Source: an optimization exercise on an open RTL-to-GDS flow (aim: small area and a short achievable clock period). Production flows keep margins and buffers that such runs may drop.
Function not checked in this run: the RTL went through the layout flow alone.
No activity file was given, so power comes from the tool's default toggle rates.

### flow/config.mk
export PLATFORM = sky130hd
export DESIGN_NAME = fir_3tap
export DESIGN_NICKNAME = fir_3tap
export VERILOG_FILES = /design/flow/design.v
export SDC_FILE = /design/flow/constraint.sdc
export NUM_CORES = 4
export LEC_CHECK = 0
export CAP_MARGIN = 20
export CORE_MARGIN = 2
export CORE_UTILIZATION = 40
export SLEW_MARGIN = 20
export SYNTH_HIERARCHICAL = 1
export SYNTH_MINIMUM_KEEP_SIZE = 0
### flow/standard.sh
#!/bin/bash
# synth_recipe.tcl (not shown) runs the flow's synth.tcl, then flattens the netlist and writes it again
# the make line also repeats each setting of config.mk as NAME=value (left out here)
make -C /OpenROAD-flow-scripts/flow DESIGN_CONFIG=/design/flow/config.mk WORK_HOME=/design/flow/orfs CLKGATE_MAP_FILE= SYNTH_SCRIPT=/design/flow/synth_recipe.tcl "${@:-finish}"
### flow/design.v
module full_adder(output sum,
                  output carry_out,
                  input x,
                  input y,
                  input carry_in);
assign sum = x ^ y ^ carry_in;
assign carry_out = (x & y) | (x & carry_in) | (y & carry_in);
endmodule
module half_adder_n(output sum_n,
                    output carry_n,
                    input a_n,
                    input b_n);
xnor_n xs(sum_n, a_n, b_n);
or_n oc(carry_n, a_n, b_n);
endmodule
module xnor_n(output y, input a, input b);
assign y = ~(a ^ b);
endmodule
module or_n(output y, input a, input b);
assign y = a | b;
endmodule
module fir_3tap (input clk,
                 input [7:0] Xin,
                 input [7:0] H0,
                 input [7:0] H1,
                 input [7:0] H2,
                 output reg [15:0] Yout);
reg [15:0] Q1n, Q2n;
wire t2_p0_0 = ~(Xin[0] & H2[0]);
wire t2_p0_1 = ~(Xin[0] & H2[1]);
wire t2_p0_2 = ~(Xin[0] & H2[2]);
wire t2_p0_3 = ~(Xin[0] & H2[3]);
wire t2_p0_4 = ~(Xin[0] & H2[4]);
wire t2_p0_5 = ~(Xin[0] & H2[5]);
wire t2_p0_6 = ~(Xin[0] & H2[6]);
wire t2_p0_7 = ~(Xin[0] & H2[7]);
wire t2_p1_0 = ~(Xin[1] & H2[0]);
wire t2_p1_1 = ~(Xin[1] & H2[1]);
wire t2_p1_2 = ~(Xin[1] & H2[2]);
wire t2_p1_3 = ~(Xin[1] & H2[3]);
wire t2_p1_4 = ~(Xin[1] & H2[4]);
wire t2_p1_5 = ~(Xin[1] & H2[5]);
wire t2_p1_6 = ~(Xin[1] & H2[6]);
wire t2_p1_7 = ~(Xin[1] & H2[7]);
wire t2_p2_0 = ~(Xin[2] & H2[0]);
wire t2_p2_1 = ~(Xin[2] & H2[1]);
wire t2_p2_2 = ~(Xin[2] & H2[2]);
wire t2_p2_3 = ~(Xin[2] & H2[3]);
wire t2_p2_4 = ~(Xin[2] & H2[4]);
wire t2_p2_5 = ~(Xin[2] & H2[5]);
wire t2_p2_6 = ~(Xin[2] & H2[6]);
wire t2_p2_7 = ~(Xin[2] & H2[7]);
wire t2_p3_0 = ~(Xin[3] & H2[0]);
wire t2_p3_1 = ~(Xin[3] & H2[1]);
wire t2_p3_2 = ~(Xin[3] & H2[2]);
wire t2_p3_3 = ~(Xin[3] & H2[3]);
wire t2_p3_4 = ~(Xin[3] & H2[4]);
wire t2_p3_5 = ~(Xin[3] & H2[5]);
wire t2_p3_6 = ~(Xin[3] & H2[6]);
wire t2_p3_7 = ~(Xin[3] & H2[7]);
wire t2_p4_0 = ~(Xin[4] & H2[0]);
wire t2_p4_1 = ~(Xin[4] & H2[1]);
wire t2_p4_2 = ~(Xin[4] & H2[2]);
wire t2_p4_3 = ~(Xin[4] & H2[3]);
wire t2_p4_4 = ~(Xin[4] & H2[4]);
wire t2_p4_5 = ~(Xin[4] & H2[5]);
wire t2_p4_6 = ~(Xin[4] & H2[6]);
wire t2_p4_7 = ~(Xin[4] & H2[7]);
wire t2_p5_0 = ~(Xin[5] & H2[0]);
wire t2_p5_1 = ~(Xin[5] & H2[1]);
wire t2_p5_2 = ~(Xin[5] & H2[2]);
wire t2_p5_3 = ~(Xin[5] & H2[3]);
wire t2_p5_4 = ~(Xin[5] & H2[4]);
wire t2_p5_5 = ~(Xin[5] & H2[5]);
wire t2_p5_6 = ~(Xin[5] & H2[6]);
wire t2_p5_7 = ~(Xin[5] & H2[7]);
wire t2_p6_0 = ~(Xin[6] & H2[0]);
wire t2_p6_1 = ~(Xin[6] & H2[1]);
wire t2_p6_2 = ~(Xin[6] & H2[2]);
wire t2_p6_3 = ~(Xin[6] & H2[3]);
wire t2_p6_4 = ~(Xin[6] & H2[4]);
wire t2_p6_5 = ~(Xin[6] & H2[5]);
wire t2_p6_6 = ~(Xin[6] & H2[6]);
wire t2_p6_7 = ~(Xin[6] & H2[7]);
wire t2_p7_0 = ~(Xin[7] & H2[0]);
wire t2_p7_1 = ~(Xin[7] & H2[1]);
wire t2_p7_2 = ~(Xin[7] & H2[2]);
wire t2_p7_3 = ~(Xin[7] & H2[3]);
wire t2_p7_4 = ~(Xin[7] & H2[4]);
wire t2_p7_5 = ~(Xin[7] & H2[5]);
wire t2_p7_6 = ~(Xin[7] & H2[6]);
wire t2_p7_7 = ~(Xin[7] & H2[7]);
wire t2_s0, t2_c0;
half_adder_n t2_ha1 (t2_s0, t2_c0, t2_p0_6, t2_p1_5);
wire t2_s1, t2_c1;
full_adder t2_fa2 (t2_s1, t2_c1, t2_p0_7, t2_p1_6, t2_p2_5);
wire t2_s2, t2_c2;
half_adder_n t2_ha3 (t2_s2, t2_c2, t2_p3_4, t2_p4_3);
wire t2_s3, t2_c3;
full_adder t2_fa4 (t2_s3, t2_c3, t2_p1_7, t2_p2_6, t2_p3_5);
wire t2_s4, t2_c4;
half_adder_n t2_ha5 (t2_s4, t2_c4, t2_p4_4, t2_p5_3);
wire t2_s5, t2_c5;
full_adder t2_fa6 (t2_s5, t2_c5, t2_p2_7, t2_p3_6, t2_p4_5);
wire t2_s6, t2_c6;
half_adder_n t2_ha7 (t2_s6, t2_c6, t2_p0_4, t2_p1_3);
wire t2_s7, t2_c7;
full_adder t2_fa8 (t2_s7, t2_c7, t2_p0_5, t2_p1_4, t2_p2_3);
wire t2_s8, t2_c8;
half_adder_n t2_ha9 (t2_s8, t2_c8, t2_p3_2, t2_p4_1);
wire t2_s9, t2_c9;
full_adder t2_fa10 (t2_s9, t2_c9, t2_p2_4, t2_p3_3, t2_p4_2);
wire t2_s10, t2_c10;
full_adder t2_fa11 (t2_s10, t2_c10, t2_p5_1, t2_p6_0, t2_s0);
wire t2_s11, t2_c11;
full_adder t2_fa12 (t2_s11, t2_c11, t2_p5_2, t2_p6_1, t2_p7_0);
wire t2_s12, t2_c12;
full_adder t2_fa13 (t2_s12, t2_c12, t2_c0, t2_s2, t2_s1);
wire t2_s13, t2_c13;
full_adder t2_fa14 (t2_s13, t2_c13, t2_p6_2, t2_p7_1, t2_c2);
wire t2_s14, t2_c14;
full_adder t2_fa15 (t2_s14, t2_c14, t2_s4, t2_c1, t2_s3);
wire t2_s15, t2_c15;
full_adder t2_fa16 (t2_s15, t2_c15, t2_p5_4, t2_p6_3, t2_p7_2);
wire t2_s16, t2_c16;
full_adder t2_fa17 (t2_s16, t2_c16, t2_c4, t2_c3, t2_s5);
wire t2_s17, t2_c17;
full_adder t2_fa18 (t2_s17, t2_c17, t2_p3_7, t2_p4_6, t2_p5_5);
wire t2_s18, t2_c18;
full_adder t2_fa19 (t2_s18, t2_c18, t2_p6_4, t2_p7_3, t2_c5);
wire t2_s19, t2_c19;
full_adder t2_fa20 (t2_s19, t2_c19, t2_p4_7, t2_p5_6, t2_p6_5);
wire t2_s20, t2_c20;
half_adder_n t2_ha21 (t2_s20, t2_c20, t2_p0_3, t2_p1_2);
wire t2_s21, t2_c21;
full_adder t2_fa22 (t2_s21, t2_c21, t2_p2_2, t2_p3_1, t2_p4_0);
wire t2_s22, t2_c22;
full_adder t2_fa23 (t2_s22, t2_c22, t2_p5_0, t2_c6, t2_s8);
wire t2_s23, t2_c23;
full_adder t2_fa24 (t2_s23, t2_c23, t2_c8, t2_c7, t2_s9);
wire t2_s24, t2_c24;
full_adder t2_fa25 (t2_s24, t2_c24, t2_c9, t2_s11, t2_c10);
wire t2_s25, t2_c25;
full_adder t2_fa26 (t2_s25, t2_c25, t2_c11, t2_s13, t2_c12);
wire t2_s26, t2_c26;
full_adder t2_fa27 (t2_s26, t2_c26, t2_s15, t2_c13, t2_c14);
wire t2_s27, t2_c27;
full_adder t2_fa28 (t2_s27, t2_c27, t2_c15, t2_s17, t2_c16);
wire t2_s28, t2_c28;
full_adder t2_fa29 (t2_s28, t2_c28, t2_p7_4, t2_c17, t2_s19);
wire t2_s29, t2_c29;
full_adder t2_fa30 (t2_s29, t2_c29, t2_p5_7, t2_p6_6, t2_p7_5);
wire t2_s30, t2_c30;
half_adder_n t2_ha31 (t2_s30, t2_c30, t2_p0_2, t2_p1_1);
wire t2_s31, t2_c31;
full_adder t2_fa32 (t2_s31, t2_c31, t2_p2_1, t2_p3_0, t2_s20);
wire t2_s32, t2_c32;
full_adder t2_fa33 (t2_s32, t2_c32, t2_c20, t2_s6, t2_s21);
wire t2_s33, t2_c33;
full_adder t2_fa34 (t2_s33, t2_c33, t2_c21, t2_s7, t2_s22);
wire t2_s34, t2_c34;
full_adder t2_fa35 (t2_s34, t2_c34, t2_c22, t2_s10, t2_s23);
wire t2_s35, t2_c35;
full_adder t2_fa36 (t2_s35, t2_c35, t2_c23, t2_s12, t2_s24);
wire t2_s36, t2_c36;
full_adder t2_fa37 (t2_s36, t2_c36, t2_s14, t2_c24, t2_s25);
wire t2_s37, t2_c37;
full_adder t2_fa38 (t2_s37, t2_c37, t2_s16, t2_c25, t2_s26);
wire t2_s38, t2_c38;
full_adder t2_fa39 (t2_s38, t2_c38, t2_s18, t2_c26, t2_s27);
wire t2_s39, t2_c39;
full_adder t2_fa40 (t2_s39, t2_c39, t2_c18, t2_s28, t2_c27);
wire t2_s40, t2_c40;
full_adder t2_fa41 (t2_s40, t2_c40, t2_c19, t2_s29, t2_c28);
wire t2_s41, t2_c41;
full_adder t2_fa42 (t2_s41, t2_c41, t2_p6_7, t2_p7_6, t2_c29);
wire [15:0] t2_g, t2_p, t2_sn;
assign t2_g[0] = t2_p0_0 & 1'b1;
assign t2_p[0] = t2_p0_0 ^ 1'b1;
assign t2_g[1] = t2_p0_1 & t2_p1_0;
assign t2_p[1] = t2_p0_1 ^ t2_p1_0;
assign t2_g[2] = t2_s30 & t2_p2_0;
assign t2_p[2] = t2_s30 ^ t2_p2_0;
assign t2_g[3] = t2_c30 & t2_s31;
assign t2_p[3] = t2_c30 ^ t2_s31;
assign t2_g[4] = t2_c31 & t2_s32;
assign t2_p[4] = t2_c31 ^ t2_s32;
assign t2_g[5] = t2_c32 & t2_s33;
assign t2_p[5] = t2_c32 ^ t2_s33;
assign t2_g[6] = t2_c33 & t2_s34;
assign t2_p[6] = t2_c33 ^ t2_s34;
assign t2_g[7] = t2_c34 & t2_s35;
assign t2_p[7] = t2_c34 ^ t2_s35;
assign t2_g[8] = t2_c35 & t2_s36;
assign t2_p[8] = t2_c35 ^ t2_s36;
assign t2_g[9] = t2_c36 & t2_s37;
assign t2_p[9] = t2_c36 ^ t2_s37;
assign t2_g[10] = t2_c37 & t2_s38;
assign t2_p[10] = t2_c37 ^ t2_s38;
assign t2_g[11] = t2_c38 & t2_s39;
assign t2_p[11] = t2_c38 ^ t2_s39;
assign t2_g[12] = t2_c39 & t2_s40;
assign t2_p[12] = t2_c39 ^ t2_s40;
assign t2_g[13] = t2_c40 & t2_s41;
assign t2_p[13] = t2_c40 ^ t2_s41;
assign t2_g[14] = t2_c41 & t2_p7_7;
assign t2_p[14] = t2_c41 ^ t2_p7_7;
assign t2_g[15] = 1'b1 & 1'b1;
assign t2_p[15] = 1'b1 ^ 1'b1;
wire t2_G0 = t2_g[1] | (t2_p[1] & (t2_g[0] | t2_p[0]));
wire t2_G1 = t2_g[2] | (t2_p[2] & t2_G0);
wire t2_G2 = t2_g[3] | (t2_p[3] & t2_G1);
wire t2_G3 = t2_g[4] | (t2_p[4] & t2_G2);
wire t2_G4 = t2_g[6] | (t2_p[6] & t2_g[5]);
wire t2_P4 = t2_p[6] & t2_p[5];
wire t2_G5 = t2_g[8] | (t2_p[8] & t2_g[7]);
wire t2_P5 = t2_p[8] & t2_p[7];
wire t2_G6 = t2_g[10] | (t2_p[10] & t2_g[9]);
wire t2_P6 = t2_p[10] & t2_p[9];
wire t2_G7 = t2_g[12] | (t2_p[12] & t2_g[11]);
wire t2_P7 = t2_p[12] & t2_p[11];
wire t2_G8 = t2_g[14] | (t2_p[14] & t2_g[13]);
wire t2_P8 = t2_p[14] & t2_p[13];
wire t2_G9 = t2_g[5] | (t2_p[5] & t2_G3);
wire t2_P9 = t2_p[5] & t2_p[4];
wire t2_G10 = t2_G4 | (t2_P4 & t2_G3);
wire t2_P10 = t2_P4 & t2_p[4];
wire t2_G11 = t2_g[9] | (t2_p[9] & t2_G5);
wire t2_P11 = t2_p[9] & t2_P5;
wire t2_G12 = t2_G6 | (t2_P6 & t2_G5);
wire t2_P12 = t2_P6 & t2_P5;
wire t2_G13 = t2_g[13] | (t2_p[13] & t2_G7);
wire t2_P13 = t2_p[13] & t2_P7;
wire t2_G14 = t2_G8 | (t2_P8 & t2_G7);
wire t2_P14 = t2_P8 & t2_P7;
wire t2_G15 = t2_g[7] | (t2_p[7] & t2_G10);
wire t2_P15 = t2_p[7] & t2_P10;
wire t2_G16 = t2_G5 | (t2_P5 & t2_G10);
wire t2_P16 = t2_P5 & t2_P10;
wire t2_G17 = t2_G11 | (t2_P11 & t2_G10);
wire t2_P17 = t2_P11 & t2_P10;
wire t2_G18 = t2_G12 | (t2_P12 & t2_G10);
wire t2_P18 = t2_P12 & t2_P10;
wire t2_G19 = t2_g[11] | (t2_p[11] & t2_G18);
wire t2_P19 = t2_p[11] & t2_P18;
wire t2_G20 = t2_G7 | (t2_P7 & t2_G18);
wire t2_P20 = t2_P7 & t2_P18;
wire t2_G21 = t2_G13 | (t2_P13 & t2_G18);
wire t2_P21 = t2_P13 & t2_P18;
wire t2_G22 = t2_G14 | (t2_P14 & t2_G18);
wire t2_P22 = t2_P14 & t2_P18;
assign t2_sn[0] = ~t2_p[0];
assign t2_sn[1] = t2_p[1] ^ (t2_g[0] | t2_p[0]);
assign t2_sn[2] = t2_p[2] ^ t2_G0;
assign t2_sn[3] = t2_p[3] ^ t2_G1;
assign t2_sn[4] = t2_p[4] ^ t2_G2;
assign t2_sn[5] = t2_p[5] ^ t2_G3;
assign t2_sn[6] = t2_p[6] ^ t2_G9;
assign t2_sn[7] = t2_p[7] ^ t2_G10;
assign t2_sn[8] = t2_p[8] ^ t2_G15;
assign t2_sn[9] = t2_p[9] ^ t2_G16;
assign t2_sn[10] = t2_p[10] ^ t2_G17;
assign t2_sn[11] = t2_p[11] ^ t2_G18;
assign t2_sn[12] = t2_p[12] ^ t2_G19;
assign t2_sn[13] = t2_p[13] ^ t2_G20;
assign t2_sn[14] = t2_p[14] ^ t2_G21;
assign t2_sn[15] = t2_p[15] ^ t2_G22;
wire t1_p0_0 = ~(Xin[0] & H1[0]);
wire t1_p0_1 = ~(Xin[0] & H1[1]);
wire t1_p0_2 = ~(Xin[0] & H1[2]);
wire t1_p0_3 = ~(Xin[0] & H1[3]);
wire t1_p0_4 = ~(Xin[0] & H1[4]);
wire t1_p0_5 = ~(Xin[0] & H1[5]);
wire t1_p0_6 = ~(Xin[0] & H1[6]);
wire t1_p0_7 = ~(Xin[0] & H1[7]);
wire t1_p1_0 = ~(Xin[1] & H1[0]);
wire t1_p1_1 = ~(Xin[1] & H1[1]);
wire t1_p1_2 = ~(Xin[1] & H1[2]);
wire t1_p1_3 = ~(Xin[1] & H1[3]);
wire t1_p1_4 = ~(Xin[1] & H1[4]);
wire t1_p1_5 = ~(Xin[1] & H1[5]);
wire t1_p1_6 = ~(Xin[1] & H1[6]);
wire t1_p1_7 = ~(Xin[1] & H1[7]);
wire t1_p2_0 = ~(Xin[2] & H1[0]);
wire t1_p2_1 = ~(Xin[2] & H1[1]);
wire t1_p2_2 = ~(Xin[2] & H1[2]);
wire t1_p2_3 = ~(Xin[2] & H1[3]);
wire t1_p2_4 = ~(Xin[2] & H1[4]);
wire t1_p2_5 = ~(Xin[2] & H1[5]);
wire t1_p2_6 = ~(Xin[2] & H1[6]);
wire t1_p2_7 = ~(Xin[2] & H1[7]);
wire t1_p3_0 = ~(Xin[3] & H1[0]);
wire t1_p3_1 = ~(Xin[3] & H1[1]);
wire t1_p3_2 = ~(Xin[3] & H1[2]);
wire t1_p3_3 = ~(Xin[3] & H1[3]);
wire t1_p3_4 = ~(Xin[3] & H1[4]);
wire t1_p3_5 = ~(Xin[3] & H1[5]);
wire t1_p3_6 = ~(Xin[3] & H1[6]);
wire t1_p3_7 = ~(Xin[3] & H1[7]);
wire t1_p4_0 = ~(Xin[4] & H1[0]);
wire t1_p4_1 = ~(Xin[4] & H1[1]);
wire t1_p4_2 = ~(Xin[4] & H1[2]);
wire t1_p4_3 = ~(Xin[4] & H1[3]);
wire t1_p4_4 = ~(Xin[4] & H1[4]);
wire t1_p4_5 = ~(Xin[4] & H1[5]);
wire t1_p4_6 = ~(Xin[4] & H1[6]);
wire t1_p4_7 = ~(Xin[4] & H1[7]);
wire t1_p5_0 = ~(Xin[5] & H1[0]);
wire t1_p5_1 = ~(Xin[5] & H1[1]);
wire t1_p5_2 = ~(Xin[5] & H1[2]);
wire t1_p5_3 = ~(Xin[5] & H1[3]);
wire t1_p5_4 = ~(Xin[5] & H1[4]);
wire t1_p5_5 = ~(Xin[5] & H1[5]);
wire t1_p5_6 = ~(Xin[5] & H1[6]);
wire t1_p5_7 = ~(Xin[5] & H1[7]);
wire t1_p6_0 = ~(Xin[6] & H1[0]);
wire t1_p6_1 = ~(Xin[6] & H1[1]);
wire t1_p6_2 = ~(Xin[6] & H1[2]);
wire t1_p6_3 = ~(Xin[6] & H1[3]);
wire t1_p6_4 = ~(Xin[6] & H1[4]);
wire t1_p6_5 = ~(Xin[6] & H1[5]);
wire t1_p6_6 = ~(Xin[6] & H1[6]);
wire t1_p6_7 = ~(Xin[6] & H1[7]);
wire t1_p7_0 = ~(Xin[7] & H1[0]);
wire t1_p7_1 = ~(Xin[7] & H1[1]);
wire t1_p7_2 = ~(Xin[7] & H1[2]);
wire t1_p7_3 = ~(Xin[7] & H1[3]);
wire t1_p7_4 = ~(Xin[7] & H1[4]);
wire t1_p7_5 = ~(Xin[7] & H1[5]);
wire t1_p7_6 = ~(Xin[7] & H1[6]);
wire t1_p7_7 = ~(Xin[7] & H1[7]);
wire t1_s0, t1_c0;
half_adder_n t1_ha1 (t1_s0, t1_c0, Q1n[5], t1_p0_5);
wire t1_s1, t1_c1;
full_adder t1_fa2 (t1_s1, t1_c1, Q1n[6], t1_p0_6, t1_p1_5);
wire t1_s2, t1_c2;
half_adder_n t1_ha3 (t1_s2, t1_c2, t1_p2_4, t1_p3_3);
wire t1_s3, t1_c3;
full_adder t1_fa4 (t1_s3, t1_c3, Q1n[7], t1_p0_7, t1_p1_6);
wire t1_s4, t1_c4;
full_adder t1_fa5 (t1_s4, t1_c4, t1_p2_5, t1_p3_4, t1_p4_3);
wire t1_s5, t1_c5;
half_adder_n t1_ha6 (t1_s5, t1_c5, t1_p5_2, t1_p6_1);
wire t1_s6, t1_c6;
full_adder t1_fa7 (t1_s6, t1_c6, Q1n[8], t1_p1_7, t1_p2_6);
wire t1_s7, t1_c7;
full_adder t1_fa8 (t1_s7, t1_c7, t1_p3_5, t1_p4_4, t1_p5_3);
wire t1_s8, t1_c8;
half_adder_n t1_ha9 (t1_s8, t1_c8, t1_p6_2, t1_p7_1);
wire t1_s9, t1_c9;
full_adder t1_fa10 (t1_s9, t1_c9, Q1n[9], t1_p2_7, t1_p3_6);
wire t1_s10, t1_c10;
full_adder t1_fa11 (t1_s10, t1_c10, t1_p4_5, t1_p5_4, t1_p6_3);
wire t1_s11, t1_c11;
full_adder t1_fa12 (t1_s11, t1_c11, Q1n[10], t1_p3_7, t1_p4_6);
wire t1_s12, t1_c12;
half_adder_n t1_ha13 (t1_s12, t1_c12, Q1n[3], t1_p0_3);
wire t1_s13, t1_c13;
full_adder t1_fa14 (t1_s13, t1_c13, Q1n[4], t1_p0_4, t1_p1_3);
wire t1_s14, t1_c14;
half_adder_n t1_ha15 (t1_s14, t1_c14, t1_p2_2, t1_p3_1);
wire t1_s15, t1_c15;
full_adder t1_fa16 (t1_s15, t1_c15, t1_p1_4, t1_p2_3, t1_p3_2);
wire t1_s16, t1_c16;
full_adder t1_fa17 (t1_s16, t1_c16, t1_p4_1, t1_p5_0, t1_s0);
wire t1_s17, t1_c17;
full_adder t1_fa18 (t1_s17, t1_c17, t1_p4_2, t1_p5_1, t1_p6_0);
wire t1_s18, t1_c18;
full_adder t1_fa19 (t1_s18, t1_c18, t1_c0, t1_s2, t1_s1);
wire t1_s19, t1_c19;
full_adder t1_fa20 (t1_s19, t1_c19, t1_p7_0, t1_c2, t1_s5);
wire t1_s20, t1_c20;
full_adder t1_fa21 (t1_s20, t1_c20, t1_c1, t1_s3, t1_s4);
wire t1_s21, t1_c21;
full_adder t1_fa22 (t1_s21, t1_c21, t1_c5, t1_s8, t1_c3);
wire t1_s22, t1_c22;
full_adder t1_fa23 (t1_s22, t1_c22, t1_c4, t1_s6, t1_s7);
wire t1_s23, t1_c23;
full_adder t1_fa24 (t1_s23, t1_c23, t1_p7_2, t1_c8, t1_c6);
wire t1_s24, t1_c24;
full_adder t1_fa25 (t1_s24, t1_c24, t1_c7, t1_s10, t1_s9);
wire t1_s25, t1_c25;
full_adder t1_fa26 (t1_s25, t1_c25, t1_p5_5, t1_p6_4, t1_p7_3);
wire t1_s26, t1_c26;
full_adder t1_fa27 (t1_s26, t1_c26, t1_c10, t1_c9, t1_s11);
wire t1_s27, t1_c27;
full_adder t1_fa28 (t1_s27, t1_c27, Q1n[11], t1_p4_7, t1_p5_6);
wire t1_s28, t1_c28;
full_adder t1_fa29 (t1_s28, t1_c28, t1_p6_5, t1_p7_4, t1_c11);
wire t1_s29, t1_c29;
full_adder t1_fa30 (t1_s29, t1_c29, Q1n[12], t1_p5_7, t1_p6_6);
wire t1_s30, t1_c30;
half_adder_n t1_ha31 (t1_s30, t1_c30, Q1n[2], t1_p0_2);
wire t1_s31, t1_c31;
full_adder t1_fa32 (t1_s31, t1_c31, t1_p1_2, t1_p2_1, t1_p3_0);
wire t1_s32, t1_c32;
full_adder t1_fa33 (t1_s32, t1_c32, t1_p4_0, t1_c12, t1_s14);
wire t1_s33, t1_c33;
full_adder t1_fa34 (t1_s33, t1_c33, t1_c14, t1_c13, t1_s15);
wire t1_s34, t1_c34;
full_adder t1_fa35 (t1_s34, t1_c34, t1_c15, t1_s17, t1_c16);
wire t1_s35, t1_c35;
full_adder t1_fa36 (t1_s35, t1_c35, t1_c17, t1_s19, t1_c18);
wire t1_s36, t1_c36;
full_adder t1_fa37 (t1_s36, t1_c36, t1_c19, t1_c20, t1_s21);
wire t1_s37, t1_c37;
full_adder t1_fa38 (t1_s37, t1_c37, t1_c21, t1_c22, t1_s23);
wire t1_s38, t1_c38;
full_adder t1_fa39 (t1_s38, t1_c38, t1_s25, t1_c23, t1_c24);
wire t1_s39, t1_c39;
full_adder t1_fa40 (t1_s39, t1_c39, t1_c25, t1_s27, t1_c26);
wire t1_s40, t1_c40;
full_adder t1_fa41 (t1_s40, t1_c40, t1_p7_5, t1_c27, t1_s29);
wire t1_s41, t1_c41;
full_adder t1_fa42 (t1_s41, t1_c41, Q1n[13], t1_p6_7, t1_p7_6);
wire t1_s42, t1_c42;
half_adder_n t1_ha43 (t1_s42, t1_c42, Q1n[1], t1_p0_1);
wire t1_s43, t1_c43;
full_adder t1_fa44 (t1_s43, t1_c43, t1_p1_1, t1_p2_0, t1_s30);
wire t1_s44, t1_c44;
full_adder t1_fa45 (t1_s44, t1_c44, t1_c30, t1_s12, t1_s31);
wire t1_s45, t1_c45;
full_adder t1_fa46 (t1_s45, t1_c45, t1_c31, t1_s13, t1_s32);
wire t1_s46, t1_c46;
full_adder t1_fa47 (t1_s46, t1_c46, t1_c32, t1_s16, t1_s33);
wire t1_s47, t1_c47;
full_adder t1_fa48 (t1_s47, t1_c47, t1_c33, t1_s18, t1_s34);
wire t1_s48, t1_c48;
full_adder t1_fa49 (t1_s48, t1_c48, t1_s20, t1_c34, t1_s35);
wire t1_s49, t1_c49;
full_adder t1_fa50 (t1_s49, t1_c49, t1_s22, t1_c35, t1_s36);
wire t1_s50, t1_c50;
full_adder t1_fa51 (t1_s50, t1_c50, t1_s24, t1_c36, t1_s37);
wire t1_s51, t1_c51;
full_adder t1_fa52 (t1_s51, t1_c51, t1_s26, t1_c37, t1_s38);
wire t1_s52, t1_c52;
full_adder t1_fa53 (t1_s52, t1_c52, t1_s28, t1_c38, t1_s39);
wire t1_s53, t1_c53;
full_adder t1_fa54 (t1_s53, t1_c53, t1_c28, t1_s40, t1_c39);
wire t1_s54, t1_c54;
full_adder t1_fa55 (t1_s54, t1_c54, t1_c29, t1_s41, t1_c40);
wire t1_s55, t1_c55;
full_adder t1_fa56 (t1_s55, t1_c55, Q1n[14], t1_p7_7, t1_c41);
wire [15:0] t1_g, t1_p, t1_sn;
assign t1_g[0] = Q1n[0] & t1_p0_0;
assign t1_p[0] = Q1n[0] ^ t1_p0_0;
assign t1_g[1] = t1_s42 & t1_p1_0;
assign t1_p[1] = t1_s42 ^ t1_p1_0;
assign t1_g[2] = t1_c42 & t1_s43;
assign t1_p[2] = t1_c42 ^ t1_s43;
assign t1_g[3] = t1_c43 & t1_s44;
assign t1_p[3] = t1_c43 ^ t1_s44;
assign t1_g[4] = t1_c44 & t1_s45;
assign t1_p[4] = t1_c44 ^ t1_s45;
assign t1_g[5] = t1_c45 & t1_s46;
assign t1_p[5] = t1_c45 ^ t1_s46;
assign t1_g[6] = t1_c46 & t1_s47;
assign t1_p[6] = t1_c46 ^ t1_s47;
assign t1_g[7] = t1_c47 & t1_s48;
assign t1_p[7] = t1_c47 ^ t1_s48;
assign t1_g[8] = t1_c48 & t1_s49;
assign t1_p[8] = t1_c48 ^ t1_s49;
assign t1_g[9] = t1_c49 & t1_s50;
assign t1_p[9] = t1_c49 ^ t1_s50;
assign t1_g[10] = t1_c50 & t1_s51;
assign t1_p[10] = t1_c50 ^ t1_s51;
assign t1_g[11] = t1_c51 & t1_s52;
assign t1_p[11] = t1_c51 ^ t1_s52;
assign t1_g[12] = t1_c52 & t1_s53;
assign t1_p[12] = t1_c52 ^ t1_s53;
assign t1_g[13] = t1_c53 & t1_s54;
assign t1_p[13] = t1_c53 ^ t1_s54;
assign t1_g[14] = t1_c54 & t1_s55;
assign t1_p[14] = t1_c54 ^ t1_s55;
assign t1_g[15] = t1_c55 & Q1n[15];
assign t1_p[15] = t1_c55 ^ Q1n[15];
wire t1_G0 = t1_g[1] | (t1_p[1] & (t1_g[0] | t1_p[0]));
wire t1_G1 = t1_g[2] | (t1_p[2] & t1_G0);
wire t1_G2 = t1_g[3] | (t1_p[3] & t1_G1);
wire t1_G3 = t1_g[4] | (t1_p[4] & t1_G2);
wire t1_G4 = t1_g[6] | (t1_p[6] & t1_g[5]);
wire t1_P4 = t1_p[6] & t1_p[5];
wire t1_G5 = t1_g[8] | (t1_p[8] & t1_g[7]);
wire t1_P5 = t1_p[8] & t1_p[7];
wire t1_G6 = t1_g[10] | (t1_p[10] & t1_g[9]);
wire t1_P6 = t1_p[10] & t1_p[9];
wire t1_G7 = t1_g[12] | (t1_p[12] & t1_g[11]);
wire t1_P7 = t1_p[12] & t1_p[11];
wire t1_G8 = t1_g[14] | (t1_p[14] & t1_g[13]);
wire t1_P8 = t1_p[14] & t1_p[13];
wire t1_G9 = t1_g[5] | (t1_p[5] & t1_G3);
wire t1_P9 = t1_p[5] & t1_p[4];
wire t1_G10 = t1_G4 | (t1_P4 & t1_G3);
wire t1_P10 = t1_P4 & t1_p[4];
wire t1_G11 = t1_g[9] | (t1_p[9] & t1_G5);
wire t1_P11 = t1_p[9] & t1_P5;
wire t1_G12 = t1_G6 | (t1_P6 & t1_G5);
wire t1_P12 = t1_P6 & t1_P5;
wire t1_G13 = t1_g[13] | (t1_p[13] & t1_G7);
wire t1_P13 = t1_p[13] & t1_P7;
wire t1_G14 = t1_G8 | (t1_P8 & t1_G7);
wire t1_P14 = t1_P8 & t1_P7;
wire t1_G15 = t1_g[7] | (t1_p[7] & t1_G10);
wire t1_P15 = t1_p[7] & t1_P10;
wire t1_G16 = t1_G5 | (t1_P5 & t1_G10);
wire t1_P16 = t1_P5 & t1_P10;
wire t1_G17 = t1_G11 | (t1_P11 & t1_G10);
wire t1_P17 = t1_P11 & t1_P10;
wire t1_G18 = t1_G12 | (t1_P12 & t1_G10);
wire t1_P18 = t1_P12 & t1_P10;
wire t1_G19 = t1_g[11] | (t1_p[11] & t1_G18);
wire t1_P19 = t1_p[11] & t1_P18;
wire t1_G20 = t1_G7 | (t1_P7 & t1_G18);
wire t1_P20 = t1_P7 & t1_P18;
wire t1_G21 = t1_G13 | (t1_P13 & t1_G18);
wire t1_P21 = t1_P13 & t1_P18;
wire t1_G22 = t1_G14 | (t1_P14 & t1_G18);
wire t1_P22 = t1_P14 & t1_P18;
assign t1_sn[0] = ~t1_p[0];
assign t1_sn[1] = t1_p[1] ^ (t1_g[0] | t1_p[0]);
assign t1_sn[2] = t1_p[2] ^ t1_G0;
assign t1_sn[3] = t1_p[3] ^ t1_G1;
assign t1_sn[4] = t1_p[4] ^ t1_G2;
assign t1_sn[5] = t1_p[5] ^ t1_G3;
assign t1_sn[6] = t1_p[6] ^ t1_G9;
assign t1_sn[7] = t1_p[7] ^ t1_G10;
assign t1_sn[8] = t1_p[8] ^ t1_G15;
assign t1_sn[9] = t1_p[9] ^ t1_G16;
assign t1_sn[10] = t1_p[10] ^ t1_G17;
assign t1_sn[11] = t1_p[11] ^ t1_G18;
assign t1_sn[12] = t1_p[12] ^ t1_G19;
assign t1_sn[13] = t1_p[13] ^ t1_G20;
assign t1_sn[14] = t1_p[14] ^ t1_G21;
assign t1_sn[15] = t1_p[15] ^ t1_G22;
wire t0_p0_0 = ~(Xin[0] & H0[0]);
wire t0_p0_1 = ~(Xin[0] & H0[1]);
wire t0_p0_2 = ~(Xin[0] & H0[2]);
wire t0_p0_3 = ~(Xin[0] & H0[3]);
wire t0_p0_4 = ~(Xin[0] & H0[4]);
wire t0_p0_5 = ~(Xin[0] & H0[5]);
wire t0_p0_6 = ~(Xin[0] & H0[6]);
wire t0_p0_7 = ~(Xin[0] & H0[7]);
wire t0_p1_0 = ~(Xin[1] & H0[0]);
wire t0_p1_1 = ~(Xin[1] & H0[1]);
wire t0_p1_2 = ~(Xin[1] & H0[2]);
wire t0_p1_3 = ~(Xin[1] & H0[3]);
wire t0_p1_4 = ~(Xin[1] & H0[4]);
wire t0_p1_5 = ~(Xin[1] & H0[5]);
wire t0_p1_6 = ~(Xin[1] & H0[6]);
wire t0_p1_7 = ~(Xin[1] & H0[7]);
wire t0_p2_0 = ~(Xin[2] & H0[0]);
wire t0_p2_1 = ~(Xin[2] & H0[1]);
wire t0_p2_2 = ~(Xin[2] & H0[2]);
wire t0_p2_3 = ~(Xin[2] & H0[3]);
wire t0_p2_4 = ~(Xin[2] & H0[4]);
wire t0_p2_5 = ~(Xin[2] & H0[5]);
wire t0_p2_6 = ~(Xin[2] & H0[6]);
wire t0_p2_7 = ~(Xin[2] & H0[7]);
wire t0_p3_0 = ~(Xin[3] & H0[0]);
wire t0_p3_1 = ~(Xin[3] & H0[1]);
wire t0_p3_2 = ~(Xin[3] & H0[2]);
wire t0_p3_3 = ~(Xin[3] & H0[3]);
wire t0_p3_4 = ~(Xin[3] & H0[4]);
wire t0_p3_5 = ~(Xin[3] & H0[5]);
wire t0_p3_6 = ~(Xin[3] & H0[6]);
wire t0_p3_7 = ~(Xin[3] & H0[7]);
wire t0_p4_0 = ~(Xin[4] & H0[0]);
wire t0_p4_1 = ~(Xin[4] & H0[1]);
wire t0_p4_2 = ~(Xin[4] & H0[2]);
wire t0_p4_3 = ~(Xin[4] & H0[3]);
wire t0_p4_4 = ~(Xin[4] & H0[4]);
wire t0_p4_5 = ~(Xin[4] & H0[5]);
wire t0_p4_6 = ~(Xin[4] & H0[6]);
wire t0_p4_7 = ~(Xin[4] & H0[7]);
wire t0_p5_0 = ~(Xin[5] & H0[0]);
wire t0_p5_1 = ~(Xin[5] & H0[1]);
wire t0_p5_2 = ~(Xin[5] & H0[2]);
wire t0_p5_3 = ~(Xin[5] & H0[3]);
wire t0_p5_4 = ~(Xin[5] & H0[4]);
wire t0_p5_5 = ~(Xin[5] & H0[5]);
wire t0_p5_6 = ~(Xin[5] & H0[6]);
wire t0_p5_7 = ~(Xin[5] & H0[7]);
wire t0_p6_0 = ~(Xin[6] & H0[0]);
wire t0_p6_1 = ~(Xin[6] & H0[1]);
wire t0_p6_2 = ~(Xin[6] & H0[2]);
wire t0_p6_3 = ~(Xin[6] & H0[3]);
wire t0_p6_4 = ~(Xin[6] & H0[4]);
wire t0_p6_5 = ~(Xin[6] & H0[5]);
wire t0_p6_6 = ~(Xin[6] & H0[6]);
wire t0_p6_7 = ~(Xin[6] & H0[7]);
wire t0_p7_0 = ~(Xin[7] & H0[0]);
wire t0_p7_1 = ~(Xin[7] & H0[1]);
wire t0_p7_2 = ~(Xin[7] & H0[2]);
wire t0_p7_3 = ~(Xin[7] & H0[3]);
wire t0_p7_4 = ~(Xin[7] & H0[4]);
wire t0_p7_5 = ~(Xin[7] & H0[5]);
wire t0_p7_6 = ~(Xin[7] & H0[6]);
wire t0_p7_7 = ~(Xin[7] & H0[7]);
wire t0_s0, t0_c0;
half_adder_n t0_ha1 (t0_s0, t0_c0, Q2n[5], t0_p0_5);
wire t0_s1, t0_c1;
full_adder t0_fa2 (t0_s1, t0_c1, Q2n[6], t0_p0_6, t0_p1_5);
wire t0_s2, t0_c2;
half_adder_n t0_ha3 (t0_s2, t0_c2, t0_p2_4, t0_p3_3);
wire t0_s3, t0_c3;
full_adder t0_fa4 (t0_s3, t0_c3, Q2n[7], t0_p0_7, t0_p1_6);
wire t0_s4, t0_c4;
full_adder t0_fa5 (t0_s4, t0_c4, t0_p2_5, t0_p3_4, t0_p4_3);
wire t0_s5, t0_c5;
half_adder_n t0_ha6 (t0_s5, t0_c5, t0_p5_2, t0_p6_1);
wire t0_s6, t0_c6;
full_adder t0_fa7 (t0_s6, t0_c6, Q2n[8], t0_p1_7, t0_p2_6);
wire t0_s7, t0_c7;
full_adder t0_fa8 (t0_s7, t0_c7, t0_p3_5, t0_p4_4, t0_p5_3);
wire t0_s8, t0_c8;
half_adder_n t0_ha9 (t0_s8, t0_c8, t0_p6_2, t0_p7_1);
wire t0_s9, t0_c9;
full_adder t0_fa10 (t0_s9, t0_c9, Q2n[9], t0_p2_7, t0_p3_6);
wire t0_s10, t0_c10;
full_adder t0_fa11 (t0_s10, t0_c10, t0_p4_5, t0_p5_4, t0_p6_3);
wire t0_s11, t0_c11;
full_adder t0_fa12 (t0_s11, t0_c11, Q2n[10], t0_p3_7, t0_p4_6);
wire t0_s12, t0_c12;
half_adder_n t0_ha13 (t0_s12, t0_c12, Q2n[3], t0_p0_3);
wire t0_s13, t0_c13;
full_adder t0_fa14 (t0_s13, t0_c13, Q2n[4], t0_p0_4, t0_p1_3);
wire t0_s14, t0_c14;
half_adder_n t0_ha15 (t0_s14, t0_c14, t0_p2_2, t0_p3_1);
wire t0_s15, t0_c15;
full_adder t0_fa16 (t0_s15, t0_c15, t0_p1_4, t0_p2_3, t0_p3_2);
wire t0_s16, t0_c16;
full_adder t0_fa17 (t0_s16, t0_c16, t0_p4_1, t0_p5_0, t0_s0);
wire t0_s17, t0_c17;
full_adder t0_fa18 (t0_s17, t0_c17, t0_p4_2, t0_p5_1, t0_p6_0);
wire t0_s18, t0_c18;
full_adder t0_fa19 (t0_s18, t0_c18, t0_c0, t0_s2, t0_s1);
wire t0_s19, t0_c19;
full_adder t0_fa20 (t0_s19, t0_c19, t0_p7_0, t0_c2, t0_s5);
wire t0_s20, t0_c20;
full_adder t0_fa21 (t0_s20, t0_c20, t0_c1, t0_s3, t0_s4);
wire t0_s21, t0_c21;
full_adder t0_fa22 (t0_s21, t0_c21, t0_c5, t0_s8, t0_c3);
wire t0_s22, t0_c22;
full_adder t0_fa23 (t0_s22, t0_c22, t0_c4, t0_s6, t0_s7);
wire t0_s23, t0_c23;
full_adder t0_fa24 (t0_s23, t0_c23, t0_p7_2, t0_c8, t0_c6);
wire t0_s24, t0_c24;
full_adder t0_fa25 (t0_s24, t0_c24, t0_c7, t0_s10, t0_s9);
wire t0_s25, t0_c25;
full_adder t0_fa26 (t0_s25, t0_c25, t0_p5_5, t0_p6_4, t0_p7_3);
wire t0_s26, t0_c26;
full_adder t0_fa27 (t0_s26, t0_c26, t0_c10, t0_c9, t0_s11);
wire t0_s27, t0_c27;
full_adder t0_fa28 (t0_s27, t0_c27, Q2n[11], t0_p4_7, t0_p5_6);
wire t0_s28, t0_c28;
full_adder t0_fa29 (t0_s28, t0_c28, t0_p6_5, t0_p7_4, t0_c11);
wire t0_s29, t0_c29;
full_adder t0_fa30 (t0_s29, t0_c29, Q2n[12], t0_p5_7, t0_p6_6);
wire t0_s30, t0_c30;
half_adder_n t0_ha31 (t0_s30, t0_c30, Q2n[2], t0_p0_2);
wire t0_s31, t0_c31;
full_adder t0_fa32 (t0_s31, t0_c31, t0_p1_2, t0_p2_1, t0_p3_0);
wire t0_s32, t0_c32;
full_adder t0_fa33 (t0_s32, t0_c32, t0_p4_0, t0_c12, t0_s14);
wire t0_s33, t0_c33;
full_adder t0_fa34 (t0_s33, t0_c33, t0_c14, t0_c13, t0_s15);
wire t0_s34, t0_c34;
full_adder t0_fa35 (t0_s34, t0_c34, t0_c15, t0_s17, t0_c16);
wire t0_s35, t0_c35;
full_adder t0_fa36 (t0_s35, t0_c35, t0_c17, t0_s19, t0_c18);
wire t0_s36, t0_c36;
full_adder t0_fa37 (t0_s36, t0_c36, t0_c19, t0_c20, t0_s21);
wire t0_s37, t0_c37;
full_adder t0_fa38 (t0_s37, t0_c37, t0_c21, t0_c22, t0_s23);
wire t0_s38, t0_c38;
full_adder t0_fa39 (t0_s38, t0_c38, t0_s25, t0_c23, t0_c24);
wire t0_s39, t0_c39;
full_adder t0_fa40 (t0_s39, t0_c39, t0_c25, t0_s27, t0_c26);
wire t0_s40, t0_c40;
full_adder t0_fa41 (t0_s40, t0_c40, t0_p7_5, t0_c27, t0_s29);
wire t0_s41, t0_c41;
full_adder t0_fa42 (t0_s41, t0_c41, Q2n[13], t0_p6_7, t0_p7_6);
wire t0_s42, t0_c42;
half_adder_n t0_ha43 (t0_s42, t0_c42, Q2n[1], t0_p0_1);
wire t0_s43, t0_c43;
full_adder t0_fa44 (t0_s43, t0_c43, t0_p1_1, t0_p2_0, t0_s30);
wire t0_s44, t0_c44;
full_adder t0_fa45 (t0_s44, t0_c44, t0_c30, t0_s12, t0_s31);
wire t0_s45, t0_c45;
full_adder t0_fa46 (t0_s45, t0_c45, t0_c31, t0_s13, t0_s32);
wire t0_s46, t0_c46;
full_adder t0_fa47 (t0_s46, t0_c46, t0_c32, t0_s16, t0_s33);
wire t0_s47, t0_c47;
full_adder t0_fa48 (t0_s47, t0_c47, t0_c33, t0_s18, t0_s34);
wire t0_s48, t0_c48;
full_adder t0_fa49 (t0_s48, t0_c48, t0_s20, t0_c34, t0_s35);
wire t0_s49, t0_c49;
full_adder t0_fa50 (t0_s49, t0_c49, t0_s22, t0_c35, t0_s36);
wire t0_s50, t0_c50;
full_adder t0_fa51 (t0_s50, t0_c50, t0_s24, t0_c36, t0_s37);
wire t0_s51, t0_c51;
full_adder t0_fa52 (t0_s51, t0_c51, t0_s26, t0_c37, t0_s38);
wire t0_s52, t0_c52;
full_adder t0_fa53 (t0_s52, t0_c52, t0_s28, t0_c38, t0_s39);
wire t0_s53, t0_c53;
full_adder t0_fa54 (t0_s53, t0_c53, t0_c28, t0_s40, t0_c39);
wire t0_s54, t0_c54;
full_adder t0_fa55 (t0_s54, t0_c54, t0_c29, t0_s41, t0_c40);
wire t0_s55, t0_c55;
full_adder t0_fa56 (t0_s55, t0_c55, Q2n[14], t0_p7_7, t0_c41);
wire [15:0] t0_g, t0_p, t0_sn;
assign t0_g[0] = Q2n[0] & t0_p0_0;
assign t0_p[0] = Q2n[0] ^ t0_p0_0;
assign t0_g[1] = t0_s42 & t0_p1_0;
assign t0_p[1] = t0_s42 ^ t0_p1_0;
assign t0_g[2] = t0_c42 & t0_s43;
assign t0_p[2] = t0_c42 ^ t0_s43;
assign t0_g[3] = t0_c43 & t0_s44;
assign t0_p[3] = t0_c43 ^ t0_s44;
assign t0_g[4] = t0_c44 & t0_s45;
assign t0_p[4] = t0_c44 ^ t0_s45;
assign t0_g[5] = t0_c45 & t0_s46;
assign t0_p[5] = t0_c45 ^ t0_s46;
assign t0_g[6] = t0_c46 & t0_s47;
assign t0_p[6] = t0_c46 ^ t0_s47;
assign t0_g[7] = t0_c47 & t0_s48;
assign t0_p[7] = t0_c47 ^ t0_s48;
assign t0_g[8] = t0_c48 & t0_s49;
assign t0_p[8] = t0_c48 ^ t0_s49;
assign t0_g[9] = t0_c49 & t0_s50;
assign t0_p[9] = t0_c49 ^ t0_s50;
assign t0_g[10] = t0_c50 & t0_s51;
assign t0_p[10] = t0_c50 ^ t0_s51;
assign t0_g[11] = t0_c51 & t0_s52;
assign t0_p[11] = t0_c51 ^ t0_s52;
assign t0_g[12] = t0_c52 & t0_s53;
assign t0_p[12] = t0_c52 ^ t0_s53;
assign t0_g[13] = t0_c53 & t0_s54;
assign t0_p[13] = t0_c53 ^ t0_s54;
assign t0_g[14] = t0_c54 & t0_s55;
assign t0_p[14] = t0_c54 ^ t0_s55;
assign t0_g[15] = t0_c55 & Q2n[15];
assign t0_p[15] = t0_c55 ^ Q2n[15];
wire t0_G0 = t0_g[1] | (t0_p[1] & (t0_g[0] | t0_p[0]));
wire t0_G1 = t0_g[2] | (t0_p[2] & t0_G0);
wire t0_G2 = t0_g[3] | (t0_p[3] & t0_G1);
wire t0_G3 = t0_g[4] | (t0_p[4] & t0_G2);
wire t0_G4 = t0_g[6] | (t0_p[6] & t0_g[5]);
wire t0_P4 = t0_p[6] & t0_p[5];
wire t0_G5 = t0_g[8] | (t0_p[8] & t0_g[7]);
wire t0_P5 = t0_p[8] & t0_p[7];
wire t0_G6 = t0_g[10] | (t0_p[10] & t0_g[9]);
wire t0_P6 = t0_p[10] & t0_p[9];
wire t0_G7 = t0_g[12] | (t0_p[12] & t0_g[11]);
wire t0_P7 = t0_p[12] & t0_p[11];
wire t0_G8 = t0_g[14] | (t0_p[14] & t0_g[13]);
wire t0_P8 = t0_p[14] & t0_p[13];
wire t0_G9 = t0_g[5] | (t0_p[5] & t0_G3);
wire t0_P9 = t0_p[5] & t0_p[4];
wire t0_G10 = t0_G4 | (t0_P4 & t0_G3);
wire t0_P10 = t0_P4 & t0_p[4];
wire t0_G11 = t0_g[9] | (t0_p[9] & t0_G5);
wire t0_P11 = t0_p[9] & t0_P5;
wire t0_G12 = t0_G6 | (t0_P6 & t0_G5);
wire t0_P12 = t0_P6 & t0_P5;
wire t0_G13 = t0_g[13] | (t0_p[13] & t0_G7);
wire t0_P13 = t0_p[13] & t0_P7;
wire t0_G14 = t0_G8 | (t0_P8 & t0_G7);
wire t0_P14 = t0_P8 & t0_P7;
wire t0_G15 = t0_g[7] | (t0_p[7] & t0_G10);
wire t0_P15 = t0_p[7] & t0_P10;
wire t0_G16 = t0_G5 | (t0_P5 & t0_G10);
wire t0_P16 = t0_P5 & t0_P10;
wire t0_G17 = t0_G11 | (t0_P11 & t0_G10);
wire t0_P17 = t0_P11 & t0_P10;
wire t0_G18 = t0_G12 | (t0_P12 & t0_G10);
wire t0_P18 = t0_P12 & t0_P10;
wire t0_G19 = t0_g[11] | (t0_p[11] & t0_G18);
wire t0_P19 = t0_p[11] & t0_P18;
wire t0_G20 = t0_G7 | (t0_P7 & t0_G18);
wire t0_P20 = t0_P7 & t0_P18;
wire t0_G21 = t0_G13 | (t0_P13 & t0_G18);
wire t0_P21 = t0_P13 & t0_P18;
wire t0_G22 = t0_G14 | (t0_P14 & t0_G18);
wire t0_P22 = t0_P14 & t0_P18;
assign t0_sn[0] = ~t0_p[0];
assign t0_sn[1] = t0_p[1] ^ (t0_g[0] | t0_p[0]);
assign t0_sn[2] = t0_p[2] ^ t0_G0;
assign t0_sn[3] = t0_p[3] ^ t0_G1;
assign t0_sn[4] = t0_p[4] ^ t0_G2;
assign t0_sn[5] = t0_p[5] ^ t0_G3;
assign t0_sn[6] = t0_p[6] ^ t0_G9;
assign t0_sn[7] = t0_p[7] ^ t0_G10;
assign t0_sn[8] = t0_p[8] ^ t0_G15;
assign t0_sn[9] = t0_p[9] ^ t0_G16;
assign t0_sn[10] = t0_p[10] ^ t0_G17;
assign t0_sn[11] = t0_p[11] ^ t0_G18;
assign t0_sn[12] = t0_p[12] ^ t0_G19;
assign t0_sn[13] = t0_p[13] ^ t0_G20;
assign t0_sn[14] = t0_p[14] ^ t0_G21;
assign t0_sn[15] = t0_p[15] ^ t0_G22;
always @(posedge clk) begin
  Q1n  <= t2_sn;
  Q2n  <= t1_sn;
  Yout <= ~t0_sn;
end
endmodule
### flow/constraint.sdc
create_clock -name core_clock -period 12.5 [get_ports {clk}]
set_input_delay 2.5000 -clock core_clock [delete_from_list [all_inputs] [get_ports {clk}]]
set_output_delay 2.5000 -clock core_clock [all_outputs]
set_load 0.01 [all_outputs]
### flow/flow/run.sh
#!/bin/bash
# The standard layout (standard.sh), with two changes to how it is made:
# - ports are buffered with buf_1 instead of the default delay buffer;
# - repair_timing aims for 6 ns of setup slack instead of 0.
set -euo pipefail
export SETUP_SLACK_MARGIN=6
export BUFFER_PORTS_ARGS="-buffer_cell sky130_fd_sc_hd__buf_1"
bash standard.sh > standard.log 2>&1
==> notes.md <==
number of synthesized register bits 48; Final #Nets 895; power density cells between 200 and 300 nW/um2; largest net degree at the start of global routing 25; Yosys top cell area share 47.0%; Sw Ratio between 40% and 50%; Die Wd between 100 and 150 um; routed via count approximately 4600; initial DRC count 258; count leader, synth nand2_1; H-tree levels 2; 1st-pass router iterations 4; combinational family with the most area after synthesis adder cells; routability congestion estimate ~0.81; Port Buffers 48; Final min period between 6000 and 7000 ps; final worst path period share 50.7%; Critical Path End Type flip-flop; Synth Flop Type dfxtp_1; Post-Synth Adder-Cell Area between 50% and 60%; R2R Path Start Q2n[7]; number of flops mapped to enable cells by yosys 0; post-route setup TNS 0 ps; mux cell area share after synthesis 0%; die area 17100 um2; drt via density around 5.1; sequential share of the synthesized area approximately 15%; Combinational Power Share about four fifths; worst-path fanout max 12; pre-CTS WS just over 5000 ps; asr flop ratio synth 0%; filler cell count 1530; Die Ht approximately 130 um; Post-Synth XOR/XNOR Area roughly 5.9%; Rel. slew slack approximately 70%; Starting Density 40.7%; clock skew 7.54 ps; leading area contributor after synthesis fa_1; LEAKAGE ~2.8 nW; Hold Path Cell Cnt 2; synth unique cells 42; Crit Path Category in -> reg; Endpoint, Worst Hold Yout[0]; Num CTS Buffers 5; Max Cap Viol 0; sequential share of power between 10% and 20%; startpoint of the worst hold path Q2n[0]; RSZ-0062 raised after global routing true; Pint 0.00116 W; FF-to-FF setup slack around 8500 ps; # rows 46; worst-case clock buffer depth 2; area delta synth->final 11.7%; Hold Fails Final Rpt 0; Critical Path AT between 6000 and 7000 ps; Crit path largest cell delay about 560 ps; synth cell count leaders 195 x nand2_1, 151 x fa_1, 48 x dfxtp_1, 39 x inv_1, 34 x xnor2_1; CTS tree done; CP required roughly 13000 ps; CTS Sinks 48; layout cells sized above 1 under 10%; dominant cells by area after synthesis fa_1 47%, dfxtp_1 15%, nand2_1 11%, ha_1 6.4%, xnor2_1 4.6%; crit-path most repeated cell fa_1; Ports 49; Avg Inst Size Synth roughly 10 um2; Hold Buf Count CTS 0; Slew @ Worst Pin around 470 ps; post-route antenna net violation count 0; vias in the first global route about 5000; CP Launch Type primary input; routed len/inst ~16 um; final wirelength 14400 um; final worst slack slightly above 6000 ps; outcome finished clean; Mapped Area around 6400 um2; cell family with most CP delay adder cells; Register-to-Register Path Depth 12; Buf+Inv Stages, Crit Path 2; crit-path cells clkbuf_2 > buf_12 > nand2_1 > fa_1 > fa_1 > fa_1 > fa_1 > ha_4 > and2_1 > a221oi_2 > a21boi_1 > o21ai_1 > nand2b_1 > fa_1 > xnor2_1; first-pass GRT wire length 24200 um; RR Endpoint Yout[12]; min-delay worst type reg -> reg; Pins Over Slew Limit 0; Net Sw Power roughly 0.001 W; fmax 0.158 GHz; compound-gate portion of the synthesized area between 4 and 5%; critical path's slowest cell fa_1; GRT overflow 0; initial antenna violation count 0; Clk Latency, worst-skew pair around 310 ps; Synthesized Nets 863; Clk pwr share under 10%; Post-DP HPWL around 11000 um; Synth Warn # 7; Root Driver clkbuf_16; Mapped Cells roughly 650; diodes inserted 0; GRT Total Usage between 15 and 20%; Post-Synth Simple-Gate Area between 10% and 20%; worst vdd ir around 160 uV; endpoints failing setup 0; core area between 15000 and 20000 um2; clock transition at the registers of the reported paths approximately 70 ps; # DRC 0
==> per-module statistics from Yosys (local to each module, per instance), a selection <==
module,cells,flops+latches
fir_3tap,469,48
full_adder,1,0
xnor_n,1,0
or_n,1,0
==> worst max path at each step <==
| stage | from | end | slack (ps) | cells after the start |
|---|---|---|---|---|
| finish | Xin[4] | Yout[12] | 6170 | 15 |
| global route | Xin[3] | Yout[12] | 5980 | 15 |
| CTS | Xin[1] | Q1n[12] | 6000 | 14 |
| detailed placement | Xin[0] | Yout[11] | 5110 | 14 |
| global placement | Xin[0] | Yout[11] | 5200 | 14 |
| floorplan | H2[7] | Q1n[12] | 6000 | 13 |
==> routing by layer <==
layer / vias up / track usage [%] / part of all wire (%)
met1: 2359 / 23.9 / 42
met5: - / 0 / 0
met4: 0 / 3.63 / 1.0
met3: 11 / 3.01 / 5.7
li1: 2047 / - / -
met2: 140 / 31.9 / 51
==> tightest hold or removal path: stages (launching register included) <==
cell and delay, ps:
dfxtp_1 300, inv_1 50, ha_1 120
==> repair_timing <==
action	in CTS	in global routing
gates cloned	0	4
buffers inserted	0	2
pin swaps	0	4
endpoints found under the setup margin	18	9
gates resized for setup	11	31
==> cell families (layout without fill, tap and decap cells) <==
group           count (synthesis)  after routing
flops                          48             48
simple gates                  256            256
buf+inv                        75            108
xor+xnor                       43             43
compound gates                 40             40
fa+ha+maj                     184            184
==> sequential cells by signal, indices dropped and copies added, names as in the netlist <==
signal and cells:
Q1n 16, Q2n 16, Yout 16
==> through the flow <==
step	hold WS, ps	std cells	instance area, um2	total power [W]	utilization, %
2_1_floorplan	457	646	6440	0.00160	-
3_3_place_gp	474	881	6810	0.00190	43.0
3_5_place_dp	479	881	6810	0.00194	43.0
4_1_cts	496	889	6970	0.00209	44.0
5_1_grt	526	895	7190	0.00245	45.4
6_report	488	895	7190	0.00213	45.4
==> layout by cell type (no fill, tap or decap), drive strengths merged, types with 2 or more instances in the layout <==
cell	n
nor3	6
xnor2	34
and3	2
dfxtp	48
or2	26
o21ai	6
clkbuf	26
a21o	5
o21a	5
nand2b	2
o211ai	2
a21oi	9
xor2	9
nor2b	3
ha	33
and2	7
nor3b	2
nand3	3
nor2	5
or3	2
clkinv	3
a221oi	2
nand2	195
inv	39
fa	151
buf	40
==> area by class of cell <==
| type | count | area, um2 | share of cell area [%] |
|---|---|---|---|
| clock buffers | 5 | 125 | 1.74 |
| multi-input cells | 523 | 5240 | 72.9 |
| inverters | 39 | 146 | 2.04 |
| clock inverters | 3 | 18.8 | 0.261 |
| well taps | 216 | 270 | 3.76 |
| flip-flops and latches | 48 | 961 | 13.4 |
| repair buffers | 61 | 429 | 5.97 |
==> power by group through the flow <==
stage                     clock, W  sequential [W]  combinational (W)
after CTS                 0.000145        0.000295            0.00165
after detailed placement         0        0.000298            0.00164
after floorplan                  0        0.000304            0.00130
after global placement           0        0.000299            0.00160
final                     0.000139        0.000293            0.00170
after global routing      0.000151        0.000302            0.00200

==> re-timing with driven ports <==
The results above use ideal ports. As a check the final layout listed here was re-extracted and re-timed, cells and wires unchanged. Step 1 (the two cells are an assumption about what drives the block):
set clk [get_ports {clk}]
set_driving_cell -lib_cell sky130_fd_sc_hd__clkbuf_16 $clk
set_driving_cell -lib_cell sky130_fd_sc_hd__buf_2 [delete_from_list [all_inputs] $clk]
Step 2, shift: input delay + t, output delay - t, t = (earliest + latest rising clock arrival at the registers) / 2. This alone moves slack from input paths to output paths. a / b / c = ideal ports / drivers / drivers and shift; a / b = the first two.
shift t [ns]: 0.340
setup slack, ns: 6.168 / 6.181 / 5.841
worst hold slack (ns): 0.488 / 0.488 / 0.488
latest minus earliest clock arrival (ns): 0.008 / 0.008
worst slew at a driven data input, ns: 0.05
After both steps this run still meets setup and hold. The setup slack of this run moves by +0.013 ns with the drivers and by -0.327 ns with both steps.
